This is an optimization exercise on Yosys and OpenROAD, whose aim is small area, a short achievable clock period and few clock cycles per item, not a production implementation. Only simulation tests tie the RTL to the original design; equivalence was not proved. Power is estimated from default activity; no workload was simulated.

## tnn_conv
module tnn_conv(
    input               clk,
    input               rst_n,
    input               in_valid,
    output              in_ready,
    input  [1599:0]     feature_in,      
    input  [99:0]       weight_in,       
    input  [31:0]       scaler_in,
    input  [31:0]       bias_in,
    output              out_valid,
    output [31:0]       feature_out
    );
localparam LATENCY = 6;
reg [LATENCY - 1 : 0] valid_pipe;
always@(posedge clk or negedge rst_n)
    if(!rst_n)
        valid_pipe <= 0;
    else
        valid_pipe <= {valid_pipe[LATENCY - 2 : 0], in_valid};
assign in_ready  = 1'b1;
assign out_valid = valid_pipe[LATENCY - 1];
CLP CLP0(
        .clk(clk),
        .feature_in(feature_in),
        .weight_in(weight_in),
        .weight_scaler(scaler_in),
        .bias_in(bias_in),
        .feature_out(feature_out)
    );
endmodule
make LEC_CHECK=0 ABC_CLOCK_PERIOD_IN_PS=3300 CAP_MARGIN=20 CORE_AREA='4 4 506 506' DIE_AREA='0 0 510 510' SETUP_SLACK_MARGIN=5 SLEW_MARGIN=20 SYNTH_HIERARCHICAL=1 SYNTH_MINIMUM_KEEP_SIZE=0 finish   # period 8.5 ns
run.sh (not shown) runs the stock make flow with config.mk's settings and CLKGATE_MAP_FILE= SYNTH_SCRIPT=/design/flow/synth_recipe.tcl, a recipe that flattens the netlist after the stock synthesis.
Testbench counts at the start, summed over its fixed seeds: cycles 6,592, items 6,400.
Change:
==> flow/flow/run.sh (new file) <==
#!/bin/bash
# The standard layout, with the port buffers made from the smallest buffer
# cell (buf_1) instead of the delay-buffer cell buffer_ports picks by default.
# Synthesis is the standard one (standard.sh synth runs as part of finish).
set -euo pipefail
export BUFFER_PORTS_ARGS="-buffer_cell sky130_fd_sc_hd__buf_1"
bash standard.sh > standard_flow.log 2>&1
==> flow/standard.sh (new file) <==
#!/bin/bash
# synth_recipe.tcl (not shown) runs the flow's synth.tcl, then flattens the netlist and writes it again
# the make line also repeats each setting of config.mk as NAME=value (left out here)
make -C /OpenROAD-flow-scripts/flow DESIGN_CONFIG=/design/flow/config.mk WORK_HOME=/design/flow/orfs CLKGATE_MAP_FILE= SYNTH_SCRIPT=/design/flow/synth_recipe.tcl "${@:-finish}"
removed: flow/run.sh
Result: Core utilization went down by 7.9 points. Die area stays the same. Critical path depth went down by 1. Area after synthesis stays the same. Wire length went down by 9.7%. Non-clock buffer count went down by 297. Final cell count went down by about 3%. Synthesized cell count is unchanged. Via count went down by about 5%. Worst setup slack degrades by 0.033 ns.

--- another note on this design; it stands on its own ---

==> inputs of run a <==
// tnn_conv
module tnn_conv(
    input               clk,
    input               rst_n,
    input               in_valid,
    output              in_ready,
    input  [1599:0]     feature_in,      
    input  [99:0]       weight_in,       
    input  [31:0]       scaler_in,
    input  [31:0]       bias_in,
    output              out_valid,
    output [31:0]       feature_out
    );
localparam LATENCY = 7;
reg [LATENCY - 1 : 0] valid_pipe;
always@(posedge clk or negedge rst_n)
    if(!rst_n)
        valid_pipe <= 0;
    else
        valid_pipe <= {valid_pipe[LATENCY - 2 : 0], in_valid};
assign in_ready  = 1'b1;
assign out_valid = valid_pipe[LATENCY - 1];
CLP CLP0(
        .clk(clk),
        .feature_in(feature_in),
        .weight_in(weight_in),
        .weight_scaler(scaler_in),
        .bias_in(bias_in),
        .feature_out(feature_out)
    );
endmodule
clock: 8.5 ns
lec_check: 0
abc_clock_period_in_ps: 3300
cap_margin: 20
core_area: 4 4 506 506
cts_cluster_diameter: 70
cts_cluster_size: 20
die_area: 0 0 510 510
slew_margin: 20
synth_hierarchical: 1
synth_minimum_keep_size: 0
standard.sh (not shown) runs the stock make flow with config.mk's settings and CLKGATE_MAP_FILE= SYNTH_SCRIPT=/design/flow/synth_recipe.tcl, a recipe that flattens the netlist after the stock synthesis.
==> flow/flow/run.sh <==
#!/bin/bash
set -euo pipefail
export BUFFER_PORTS_ARGS="-buffer_cell sky130_fd_sc_hd__buf_1"
export SETUP_SLACK_MARGIN=5.3
bash standard.sh > standard_flow.log 2>&1
==> inputs of run b, as changes to run a <==
==> flow/flow/run.sh (replaced) <==
#!/bin/bash
# The standard layout (standard synthesis included), with these changes:
#  - port buffers made from the smallest buffer cell (buf_1) instead of the
#    delay-buffer cell buffer_ports picks by default;
#  - more antenna-repair iterations after global and detailed routing.
set -euo pipefail
export BUFFER_PORTS_ARGS="-buffer_cell sky130_fd_sc_hd__buf_1"
export SETUP_SLACK_MARGIN=5.2
export MAX_REPAIR_ANTENNAS_ITER_GRT=10
export MAX_REPAIR_ANTENNAS_ITER_DRT=15
bash standard.sh > standard_flow.log 2>&1
==> comparison table <==
Outcome: run b timing/DRC/antenna clean; run a complete, but fails checks
Violated checks: run b -; run a antenna rules
TritonCTS buffer count: run b 114; run a 121
Number of nets in the finished design: run b 12,799; run a 12,827
Area growth from synthesis to layout: run b 15.7%; run a 17.2%
Drt total wl: run b 653,000 um; run a 669,000 um
Worst hold slack across all endpoints: run b 0.342 ns; run a 0.337 ns
Half-perimeter wire length of the detailed placement result: run b 550,000 um; run a 568,000 um
Source of the worst register-to-register timing path: run b CLP0.acc_q[9]; run a CLP0.acc_q[21]
Worst setup margin: run b 5.03 ns; run a 5.15 ns
Minimum period implied by the final worst setup slack: run b 3.47 ns; run a 3.35 ns
Via Count: run b 76,927; run a 78,938
Total net switching power: run b 22.9 mW; run a 23.5 mW
Final cycle utilization of the critical path: run b 40.8%; run a 39.4%
Non-Clock Buffer Area Fraction: run b 6.73%; run a 6.94%
Met2 wirelength from detailed routing: run b 266,000 um; run a 279,000 um
Fraction of met1 tracks used by global routing: run b 56.6%; run a 61.1%
Clock network fraction of design power: run b 12.4%; run a 12.8%
Starting DRT DRC Count: run b 10,377; run a 11,898
Testbench counts of run a, summed over its fixed seeds: cycles 6,624, items 6,400.
Testbench counts of run b, summed over its fixed seeds: cycles 6,624, items 6,400.

what the ideal ports hide:
In the flow no input, the clock included, has a driving cell. The finished layouts below were timed again as built, in two steps.
Step 1 (the two cells are an assumption about what drives the block):
set clk [get_ports {clk}]
set_driving_cell -lib_cell sky130_fd_sc_hd__clkbuf_16 $clk
set_driving_cell -lib_cell sky130_fd_sc_hd__buf_2 [delete_from_list [all_inputs] $clk]
Step 2 also shifts input and output timing later by t, the mid clock arrival at the registers, as if the neighbouring blocks saw the same clock.
Three values: ideal, step 1, step 2; two values: the first two.
run | t (ns) | slack for setup (ns) | worst register clock-pin slew, ns | cell pins on the clock port's net
the first run of note 1 | 0.926 | 4.731 / 4.562 / 3.636 | 0.08 / 0.08 | 1
the second run of note 1 | 0.945 | 4.698 / 4.788 / 3.843 | 0.08 / 0.08 | 1
run a | 0.940 | 5.152 / 5.090 / 4.150 | 0.09 / 0.09 | 1
run b | 0.921 | 5.035 / 4.998 / 4.076 | 0.09 / 0.09 | 1
For the first run of note 1, which loses most, drivers alone change the setup slack by -0.169 ns; drivers and shift together by -1.095 ns.
